Source: an optimization exercise on an open RTL-to-GDS flow (aim: small area). Production flows keep margins and buffers that such runs may drop. The RTL was checked by simulation tests, not by an equivalence proof against the original design. The clock port is modelled as an ideal driver, which makes a skipped or thinned clock tree look cheaper than it is; a real chip needs a root buffer or a tree. No activity file was given, so power comes from the tool's default toggle rates.

// cardinal_nic
module cardinal_nic(
  input             clk,
  input             reset,
  input [1:0]       addr,
  input [63:0]      d_in,
  input             nicEn,
  input             nicWrEn,
  input             net_ro,
  input             net_polarity,
  input             net_si,
  input [63:0]      net_di,
  output reg        net_ri,
  output reg        net_so,
  output [63:0]     net_do,
  output reg [63:0] d_out
);
export LEC_CHECK = 0
export ABC_CLOCK_PERIOD_IN_PS = 20000
export CAP_MARGIN = 20
export CORE_MARGIN = 2
export CORE_UTILIZATION = 70
export SLEW_MARGIN = 20
create_clock -name core_clock -period 3.0 [get_ports {clk}]
standard.sh (not shown) runs the stock make flow with config.mk's settings and CLKGATE_MAP_FILE= SYNTH_SCRIPT=/design/flow/synth_recipe.tcl, a recipe that flattens the netlist after the stock synthesis.
==> flow/flow/run.sh <==
#!/bin/bash
# Standard synthesis and layout with smaller port buffers and a lighter clock tree.
set -euo pipefail
bash standard.sh synth > synth.log 2>&1
bash standard.sh BUFFER_PORTS_ARGS="-buffer_cell sky130_fd_sc_hd__buf_1" \
  CTS_ARGS="-sink_clustering_enable -repair_clock_nets -dont_use_dummy_load -buf_list sky130_fd_sc_hd__clkbuf_8" RECOVER_POWER=100 finish > layout.log 2>&1
The starting point went through all stages and came out clean.
Rerun with:
==> flow/flow/run.sh (replaced) <==
#!/bin/bash
# Standard synthesis and layout with smaller port buffers and a lighter clock tree.
set -euo pipefail
bash standard.sh synth > synth.log 2>&1
bash standard.sh BUFFER_PORTS_ARGS="-buffer_cell sky130_fd_sc_hd__buf_1" \
  CTS_ARGS="-sink_clustering_enable -repair_clock_nets -dont_use_dummy_load -buf_list sky130_fd_sc_hd__clkbuf_8 -sink_clustering_size 40" finish > layout.log 2>&1
--- a/flow/config.mk
+++ b/flow/config.mk
@@ -6,7 +6,6 @@
 export NUM_CORES = 4
 export LEC_CHECK = 0
-export ABC_CLOCK_PERIOD_IN_PS = 20000
 export CAP_MARGIN = 20
 export CORE_MARGIN = 2
-export CORE_UTILIZATION = 70
+export CORE_UTILIZATION = 40
 export SLEW_MARGIN = 20
Effect: Final cell count rose by 12%. Final area is higher by 1.6%. Hold slack is worse by 0.017 ns. Synthesized cell count does not change. Setup slack improves by 0.43 ns. Combinational power barely changes. Total power rises by 0.88%. Utilization falls by 38 points. Clock-buffer cell count is unchanged.
Rerun with:
==> flow/flow/run.sh (replaced) <==
#!/bin/bash
# Standard synthesis, then the standard layout with three changes: combinational
# cells start at their smallest size, the port buffers are buf_1, and the clock
# tree uses clkbuf_8 without dummy loads.
set -euo pipefail
bash standard.sh synth > synth.log 2>&1
bash standard.sh BUFFER_PORTS_ARGS="-buffer_cell sky130_fd_sc_hd__buf_1" \
  PRE_FLOORPLAN_TCL="$PWD/flow/downsize.tcl" \
  CTS_ARGS="-sink_clustering_enable -repair_clock_nets -dont_use_dummy_load -buf_list sky130_fd_sc_hd__clkbuf_8" \
  RECOVER_POWER=100 finish > layout.log 2>&1
==> flow/flow/downsize.tcl (new file) <==
# Run before floorplanning: give every combinational cell of the synthesized
# netlist its smallest drive strength. The flow's repair steps size up again
# wherever timing, slew or capacitance needs it. Registers keep their cells.
set db [ord::get_db]
set block [ord::get_db_block]
set dont_use [split $::env(DONT_USE_CELLS)]
set n 0
foreach inst [$block getInsts] {
  set m [[$inst getMaster] getName]
  if {![regexp {^(sky130_fd_sc_hd__.+)_([0-9]+)$} $m -> base sz]} { continue }
  if {[regexp {__(df|edf|sdf|dl|sdl|tap|fill|decap|conb|clk)} $base]} { continue }
  set best $m
  set bestw [[$inst getMaster] getWidth]
  foreach s {0 1 2 4} {
    set c ${base}_$s
    if {$c eq $m || [lsearch -exact $dont_use $c] >= 0} { continue }
    set mm [$db findMaster $c]
    if {$mm eq "NULL" || $mm eq ""} { continue }
    if {[$mm getWidth] < $bestw} { set best $c; set bestw [$mm getWidth] }
  }
  if {$best ne $m} {
    replace_cell [$inst getName] $best
    incr n
  }
}
puts "downsize: resized $n cells"
--- a/flow/config.mk
+++ b/flow/config.mk
@@ -8,4 +8,4 @@
 export CAP_MARGIN = 20
 export CORE_MARGIN = 2
-export CORE_UTILIZATION = 40
+export CORE_UTILIZATION = 70
 export SLEW_MARGIN = 20
With this change the flow produced a layout that fails on capacitance limit, slew limit.
Global-route usage climbs by 14 points.
Worst setup slack loses 0.48 ns.
Final area drops by about 2.6%.
Total power drops by 0.63%.
Combinational power drops by about 2%.

## v44
Starting RTL as in the previous note.
==> flow/design.v (excerpt) <==
module cardinal_nic(
  input             clk,
  input             reset,
  input [1:0]       addr,
  input [63:0]      d_in,
  input             nicEn,
  input             nicWrEn,
  input             net_ro,
  input             net_polarity,
  input             net_si,
  input [63:0]      net_di,
  output reg        net_ri,
  output reg        net_so,
  output [63:0]     net_do,
  output reg [63:0] d_out
);
Settings: LEC_CHECK=0, CAP_MARGIN=20, CORE_MARGIN=2, CORE_UTILIZATION=40, SLEW_MARGIN=20; clock period 3.0 ns.
==> flow/flow/run.sh <==
#!/bin/bash
# Standard synthesis and layout; the only change is that the port buffers
# buffer_ports inserts are the smallest buffer (buf_1) instead of its default pick.
set -euo pipefail
bash standard.sh synth > synth.log 2>&1
bash standard.sh BUFFER_PORTS_ARGS="-buffer_cell sky130_fd_sc_hd__buf_1" finish > layout.log 2>&1
The inputs of v41 differ from those of v44 as listed below.
==> flow/run.sh (new file) <==
#!/bin/bash
# synth_recipe.tcl (not shown) runs the flow's synth.tcl, then flattens the netlist and writes it again
# the make line also repeats each setting of config.mk as NAME=value (left out here)
make -C /OpenROAD-flow-scripts/flow DESIGN_CONFIG=/design/flow/config.mk WORK_HOME=/design/flow/orfs CLKGATE_MAP_FILE= SYNTH_SCRIPT=/design/flow/synth_recipe.tcl finish
removed: flow/flow/run.sh
removed: flow/standard.sh
==> run summary <==
v41 ends up with a cell area after layout that is about 20% higher than in v44.
Delta (v41 minus v44): placed standard-cell area went up by about 24%; cell depth of the worst flop-to-flop path went down by 1; aggregate global-route resource usage went up by 1.9 points; worst slack at placement went down by 370 ps.
Going from v44 to v41, wire length increased 13%; proportion of final cell area spent on non-clock buffers increased 16 points.
Fmax: v41 lower than v44
The estimated power of v41 ends up higher than the estimate for v44.
Setup changes, v41 to v18
Settings: CORE_UTILIZATION now 70, was 40.
==> flow/flow/run.sh (new file) <==
#!/bin/bash
# Standard synthesis, then the standard layout with three changes: combinational
# cells start at their smallest size, the port buffers are buf_1, and the clock
# tree uses clkbuf_8 without dummy loads.
set -euo pipefail
bash standard.sh synth > synth.log 2>&1
bash standard.sh BUFFER_PORTS_ARGS="-buffer_cell sky130_fd_sc_hd__buf_1" \
  PRE_FLOORPLAN_TCL="$PWD/flow/downsize.tcl" \
  CTS_ARGS="-sink_clustering_enable -repair_clock_nets -dont_use_dummy_load -buf_list sky130_fd_sc_hd__clkbuf_8" \
  finish > layout.log 2>&1
==> flow/flow/downsize.tcl (new file) <==
# Run before floorplanning: give every combinational cell of the synthesized
# netlist its smallest drive strength. The flow's repair steps size up again
# wherever timing, slew or capacitance needs it. Registers keep their cells.
set db [ord::get_db]
set block [ord::get_db_block]
set dont_use [split $::env(DONT_USE_CELLS)]
set n 0
foreach inst [$block getInsts] {
  set m [[$inst getMaster] getName]
  if {![regexp {^(sky130_fd_sc_hd__.+)_([0-9]+)$} $m -> base sz]} { continue }
  if {[regexp {__(df|edf|sdf|dl|sdl|tap|fill|decap|conb|clk)} $base]} { continue }
  set best $m
  set bestw [[$inst getMaster] getWidth]
  foreach s {0 1 2 4} {
    set c ${base}_$s
    if {$c eq $m || [lsearch -exact $dont_use $c] >= 0} { continue }
    set mm [$db findMaster $c]
    if {$mm eq "NULL" || $mm eq ""} { continue }
    if {[$mm getWidth] < $bestw} { set best $c; set bestw [$mm getWidth] }
  }
  if {$best ne $m} {
    replace_cell [$inst getName] $best
    incr n
  }
}
puts "downsize: resized $n cells"
==> flow/standard.sh (new file) <==
#!/bin/bash
# synth_recipe.tcl (not shown) runs the flow's synth.tcl, then flattens the netlist and writes it again
# the make line also repeats each setting of config.mk as NAME=value (left out here)
make -C /OpenROAD-flow-scripts/flow DESIGN_CONFIG=/design/flow/config.mk WORK_HOME=/design/flow/orfs CLKGATE_MAP_FILE= SYNTH_SCRIPT=/design/flow/synth_recipe.tcl "${@:-finish}"
removed: flow/run.sh
--- outcome ---
v41 has lower global-route usage than v18.
In the reports for v41 and v18, the larger clock group share of total power belongs to v41.
What v41 reported for per-cell routed wire length has to be multiplied by 1.11 to get the figure for v18.
Per the final summary, v18 finished and its layout is clean on timing, DRC and antenna.
v18 vs v41 — final wirelength dropped by a few percent
Input-level comparison between v9 and v18:
Settings: CTS_BUF_LIST now sky130_fd_sc_hd__clkbuf_8, previously not set; CORE_UTILIZATION now 40, was 70.
==> flow/flow/run.sh <==
#!/bin/bash
# Standard synthesis and layout; the only change is that the port buffers
# buffer_ports inserts are the smallest buffer (buf_1) instead of its default pick.
set -euo pipefail
bash standard.sh synth > synth.log 2>&1
bash standard.sh BUFFER_PORTS_ARGS="-buffer_cell sky130_fd_sc_hd__buf_1" finish > layout.log 2>&1
removed: flow/flow/downsize.tcl
==> run summary <==
- The worst setup path startpoint comes out out_buf[31] in one run and net_ri in the other, namely in v18 and v9 respectively.
- Looking only at initial core utilization, and setting everything else aside, the lower value of v18 and v9 goes to v9.
- Higher fraction of standard cell area in multi-input logic was reported by v9, not v18.
- Against v18, v9 reports a global-route usage that is lower.
- On worst IR drop on VDD: between v18 and v9, it ends up higher for v18.
- v9 vs v18 — final core area utilization dropped 36 points.
- v9 completed every stage of the flow, and the final layout passed the timing, design-rule and antenna checks.
- v18 has lower clock network contribution to total cell area than v9.
- On cell area after layout: between v18 and v9, it ends up higher for v9.
- Cells: v9 has more instances than v18
- Measured against each other, v18 and v9 differ in vertical die dimension, the higher figure coming from v9.

lane 1:
cardinal_nic again, from the RTL that the note above started with.
==> flow/config.mk <==
export PLATFORM = sky130hd
export DESIGN_NAME = cardinal_nic
export DESIGN_NICKNAME = cardinal_nic
export VERILOG_FILES = /design/flow/design.v
export SDC_FILE = /design/flow/constraint.sdc
export NUM_CORES = 4
export LEC_CHECK = 0
export CAP_MARGIN = 20
export CORE_MARGIN = 2
export CORE_UTILIZATION = 70
export SLEW_MARGIN = 20
==> flow/constraint.sdc <==
create_clock -name core_clock -period 3.0 [get_ports {clk}]
set_input_delay 0.6000 -clock core_clock [delete_from_list [all_inputs] [get_ports {clk}]]
set_output_delay 0.6000 -clock core_clock [all_outputs]
set_load 0.01 [all_outputs]
==> flow/flow/run.sh <==
#!/bin/bash
# Standard synthesis, then the standard layout with three changes: combinational
# cells start at their smallest size, the port buffers are buf_1, and the clock
# tree is a plain two-level buffer tree (flow/cts.tcl) instead of TritonCTS.
set -euo pipefail
bash standard.sh synth > synth.log 2>&1
export CTS_ROOT_CELL=${CTS_ROOT_CELL:-sky130_fd_sc_hd__inv_8}
export CTS_LEAF_CELL=${CTS_LEAF_CELL:-sky130_fd_sc_hd__inv_4}
export CTS_LEAVES=${CTS_LEAVES:-16}
export CTS_CLOCK_NET=clk
bash standard.sh BUFFER_PORTS_ARGS="-buffer_cell sky130_fd_sc_hd__buf_1" \
  PRE_FLOORPLAN_TCL="$PWD/flow/downsize.tcl" \
  PRE_CTS_TCL="$PWD/flow/cts.tcl" \
  finish > layout.log 2>&1
==> flow/flow/cts.tcl <==
# A two-level clock tree in place of TritonCTS: the register clock pins are
# split by recursive bisection of their placement into CTS_LEAVES groups of
# equal size; each group gets a leaf buffer at its centre, and one root buffer
# at the centre of the leaves drives them all from the clock port. Every
# register sees the same two cells (two buffers, or two inverters), so the tree is balanced by construction.
proc my_split {pts k axis} {
  # pts: list of {x y iterm}; returns a list of k groups
  if {$k <= 1} { return [list $pts] }
  set idx [expr {$axis == 0 ? 0 : 1}]
  set pts [lsort -real -index $idx $pts]
  set k1 [expr {$k / 2}]
  set n1 [expr {int(round(double([llength $pts]) * $k1 / $k))}]
  set a [lrange $pts 0 [expr {$n1 - 1}]]
  set b [lrange $pts $n1 end]
  set nax [expr {1 - $axis}]
  return [concat [my_split $a $k1 $nax] [my_split $b [expr {$k - $k1}] $nax]]
}

proc my_pin {inst out} {
  foreach it [$inst getITerms] {
    if {[$it getSigType] ne "SIGNAL"} { continue }
    if {$out && [$it isOutputSignal]} { return $it }
    if {!$out && [$it isInputSignal]} { return $it }
  }
  error "cts: no [expr {$out ? {output} : {input}}] pin on [$inst getName]"
}

proc clock_tree_synthesis {args} {
  set db [ord::get_db]
  set block [ord::get_db_block]
  set leaf_master [$db findMaster $::env(CTS_LEAF_CELL)]
  set root_master [$db findMaster $::env(CTS_ROOT_CELL)]
  set k $::env(CTS_LEAVES)
  set clk [$block findNet $::env(CTS_CLOCK_NET)]
  set pts {}
  foreach it [$clk getITerms] {
    set inst [$it getInst]
    set bb [$inst getBBox]
    lappend pts [list [expr {([$bb xMin] + [$bb xMax]) / 2.0}] [expr {([$bb yMin] + [$bb yMax]) / 2.0}] $it]
  }
  set ext [$block getDieArea]
  set axis [expr {([$ext dx] >= [$ext dy]) ? 0 : 1}]
  set groups [my_split $pts $k $axis]
  set root [odb::dbInst_create $block $root_master clkbuf_root]
  set rnet [odb::dbNet_create $block clknet_root]
  $rnet setSigType CLOCK
  [my_pin $root 0] connect $clk
  [my_pin $root 1] connect $rnet
  set i 0
  set lx {}
  set ly {}
  foreach g $groups {
    set sx 0.0; set sy 0.0
    foreach p $g { set sx [expr {$sx + [lindex $p 0]}]; set sy [expr {$sy + [lindex $p 1]}] }
    set cx [expr {int($sx / [llength $g])}]
    set cy [expr {int($sy / [llength $g])}]
    set buf [odb::dbInst_create $block $leaf_master clkbuf_leaf_$i]
    set net [odb::dbNet_create $block clknet_leaf_$i]
    $net setSigType CLOCK
    [my_pin $buf 0] connect $rnet
    [my_pin $buf 1] connect $net
    foreach p $g {
      set it [lindex $p 2]
      $it disconnect
      $it connect $net
    }
    $buf setLocation [expr {$cx - [$leaf_master getWidth] / 2}] $cy
    $buf setPlacementStatus PLACED
    lappend lx $cx
    lappend ly $cy
    puts "cts: leaf $i drives [llength $g] registers at ($cx, $cy)"
    incr i
  }
  set sx 0.0; set sy 0.0
  foreach x $lx y $ly { set sx [expr {$sx + $x}]; set sy [expr {$sy + $y}] }
  $root setLocation [expr {int($sx / $k) - [$root_master getWidth] / 2}] [expr {int($sy / $k)}]
  $root setPlacementStatus PLACED
  puts "cts: root buffer and $k leaf buffers inserted"
}
Other scripts of this flow, unchanged in this note and not shown: flow/flow/downsize.tcl
Setup changes, lane 1 to lane 2
Settings: swapping 70 for 85 in CORE_UTILIZATION.
diff --git a/flow/flow/run.sh b/flow/flow/run.sh
--- a/flow/flow/run.sh
+++ b/flow/flow/run.sh
@@ -5,7 +5,7 @@
 set -euo pipefail
 bash standard.sh synth > synth.log 2>&1
-export CTS_ROOT_CELL=${CTS_ROOT_CELL:-sky130_fd_sc_hd__inv_8}
+export CTS_ROOT_CELL=${CTS_ROOT_CELL:-sky130_fd_sc_hd__inv_6}
 export CTS_LEAF_CELL=${CTS_LEAF_CELL:-sky130_fd_sc_hd__inv_4}
-export CTS_LEAVES=${CTS_LEAVES:-16}
+export CTS_LEAVES=${CTS_LEAVES:-14}
 export CTS_CLOCK_NET=clk
 bash standard.sh BUFFER_PORTS_ARGS="-buffer_cell sky130_fd_sc_hd__buf_1" \
## What came out
- No final results exist for lane 2, since it was stopped by error GPL-0301 during 3_3_place_gp.
- Lane 1 and lane 2 ended up with nearly the same number of port buffers.
- Comparing lane 1 against lane 2, there is no change at all in synthesized netlist net count.
- Lane 2 against lane 1: synthesized cell count saw little to no change, horizontal extent of the die lost about 9%, top-level I/O count has remained practically unchanged, die boundary height shows a reduction of 8.9%, placement row count went down by 4.
- Effective utilization at floorplan in lane 2 is 18 points higher than in lane 1
Relative to lane 2, the following input files were edited for lane 3:
Settings: CORE_UTILIZATION now 70, was 85.
## What came out
- Lane 3: PASS, flow complete, no timing, DRC or antenna violations
- From lane 2 to lane 3, post-synthesis net count did not move at all.
- As far as number of port buffers goes, lane 2 and lane 3 are indistinguishable; the numbers are identical.
- Diff lane 2 -> lane 3: overall die width picked up an extra about 10%, number of top-level design ports roughly the same.
- Cmp lane 2 and lane 3 / initial core utilization / lower: lane 3
- Synthesized cell count: lane 2 vs lane 3, no meaningful difference
- Looking at chip height across lane 2 and lane 3, the one that comes out higher is lane 3.
- Max count of standard-cell rows across lane 2 and lane 3: lane 3
> inputs changed (lane 3 -> lane 4)
diff --git a/flow/flow/run.sh b/flow/flow/run.sh
--- a/flow/flow/run.sh
+++ b/flow/flow/run.sh
@@ -5,7 +5,7 @@
 set -euo pipefail
 bash standard.sh synth > synth.log 2>&1
-export CTS_ROOT_CELL=${CTS_ROOT_CELL:-sky130_fd_sc_hd__inv_6}
-export CTS_LEAF_CELL=${CTS_LEAF_CELL:-sky130_fd_sc_hd__inv_4}
-export CTS_LEAVES=${CTS_LEAVES:-14}
+export CTS_ROOT_CELL=${CTS_ROOT_CELL:-sky130_fd_sc_hd__clkbuf_16}
+export CTS_LEAF_CELL=${CTS_LEAF_CELL:-sky130_fd_sc_hd__clkbuf_4}
+export CTS_LEAVES=${CTS_LEAVES:-16}
 export CTS_CLOCK_NET=clk
 bash standard.sh BUFFER_PORTS_ARGS="-buffer_cell sky130_fd_sc_hd__buf_1" \
diff --git a/flow/flow/cts.tcl b/flow/flow/cts.tcl
--- a/flow/flow/cts.tcl
+++ b/flow/flow/cts.tcl
@@ -3,5 +3,5 @@
 # equal size; each group gets a leaf buffer at its centre, and one root buffer
 # at the centre of the leaves drives them all from the clock port. Every
-# register sees the same two cells (two buffers, or two inverters), so the tree is balanced by construction.
+# register sees the same two buffers, so the tree is balanced by construction.
 proc my_split {pts k axis} {
   # pts: list of {x y iterm}; returns a list of k groups
@@ -15,13 +15,4 @@
   set nax [expr {1 - $axis}]
   return [concat [my_split $a $k1 $nax] [my_split $b [expr {$k - $k1}] $nax]]
-}
-
-proc my_pin {inst out} {
-  foreach it [$inst getITerms] {
-    if {[$it getSigType] ne "SIGNAL"} { continue }
-    if {$out && [$it isOutputSignal]} { return $it }
-    if {!$out && [$it isInputSignal]} { return $it }
-  }
-  error "cts: no [expr {$out ? {output} : {input}}] pin on [$inst getName]"
 }
 
@@ -45,6 +36,6 @@
   set rnet [odb::dbNet_create $block clknet_root]
   $rnet setSigType CLOCK
-  [my_pin $root 0] connect $clk
-  [my_pin $root 1] connect $rnet
+  [$root findITerm A] connect $clk
+  [$root findITerm X] connect $rnet
   set i 0
   set lx {}
@@ -58,6 +49,6 @@
     set net [odb::dbNet_create $block clknet_leaf_$i]
     $net setSigType CLOCK
-    [my_pin $buf 0] connect $rnet
-    [my_pin $buf 1] connect $net
+    [$buf findITerm A] connect $rnet
+    [$buf findITerm X] connect $net
     foreach p $g {
       set it [lindex $p 2]
Notes after the runs:
Lane 4 went all the way through synthesis, placement and routing and the layout is clean on timing, DRC and antenna.
STATUS maximum VDD drop: lane 4 loses against lane 3
For fraction of area in multi-input gates, lane 3 and lane 4 come out practically identical.
Non-clock inverter total of the final layout (higher): lane 3
Compared with lane 3, lane 4 shows switching part of the total lower by 3.0 points.
Compared with lane 3, in lane 4 register fraction of the total cell area shrank by 0.51 points; met3 track utilization from global routing saw an increase; proportion of power drawn by the clock network saw an increase; final design utilization +0.60 points.
Lane 4 ends up with lower worst hold slack than lane 3 does.
Comparing lane 3 and lane 4, the higher summed area of non-filler cells in the final layout was measured on lane 4.
Global-route usage | lane 4 above lane 3
The clock cells of lane 1, lane 3 and lane 4 come from the design's own scripts or RTL, not from TritonCTS.

## afterwards: timing with drivers on the ports
Ports are ideal in the flow. The routed layouts listed here were re-timed in OpenROAD.
Step 1 (the two cells are an assumption about what drives the block):
set clk [get_ports {clk}]
set_driving_cell -lib_cell sky130_fd_sc_hd__clkbuf_16 $clk
set_driving_cell -lib_cell sky130_fd_sc_hd__buf_2 [delete_from_list [all_inputs] $clk]
Step 2, shift: input delay + t, output delay - t, t = (earliest + latest rising clock arrival at the registers) / 2. This alone moves slack from input paths to output paths.
a / b / c = ideal ports / drivers / drivers and shift; a / b = the first two.
| run | t (ns) | setup slack, ns | worst data-port slew with drivers (ns) |
|---|---|---|---|
| the first run of note 1 | 0.448 | 0.960 / 0.960 / 0.661 | 0.07 |
| the second run of note 1 | 0.467 | 1.387 / 1.354 / 1.032 | 0.07 |
| the third run of note 1 | 0.450 | 0.904 / 0.904 / 0.548 | 0.07 |
| v44 | 0.455 | 1.418 / 1.377 / 1.041 | 0.07 |
| v41 | 0.455 | 1.020 / 0.980 / 0.620 | 0.07 |
| v18 | 0.450 | 1.393 / 1.362 / 0.992 | 0.07 |
| v9 | 0.481 | 1.372 / 1.339 / 1.046 | 0.07 |
| lane 1 | 0.274 | 1.287 / 1.288 / 1.014 | 0.07 |
| lane 3 | 0.297 | 1.325 / 1.321 / 1.024 | 0.07 |
| lane 4 | 0.408 | 1.425 / 1.387 / 1.030 | 0.07 |
For v18, which loses most, drivers alone change the setup slack by -0.031 ns; drivers and shift together by -0.401 ns.
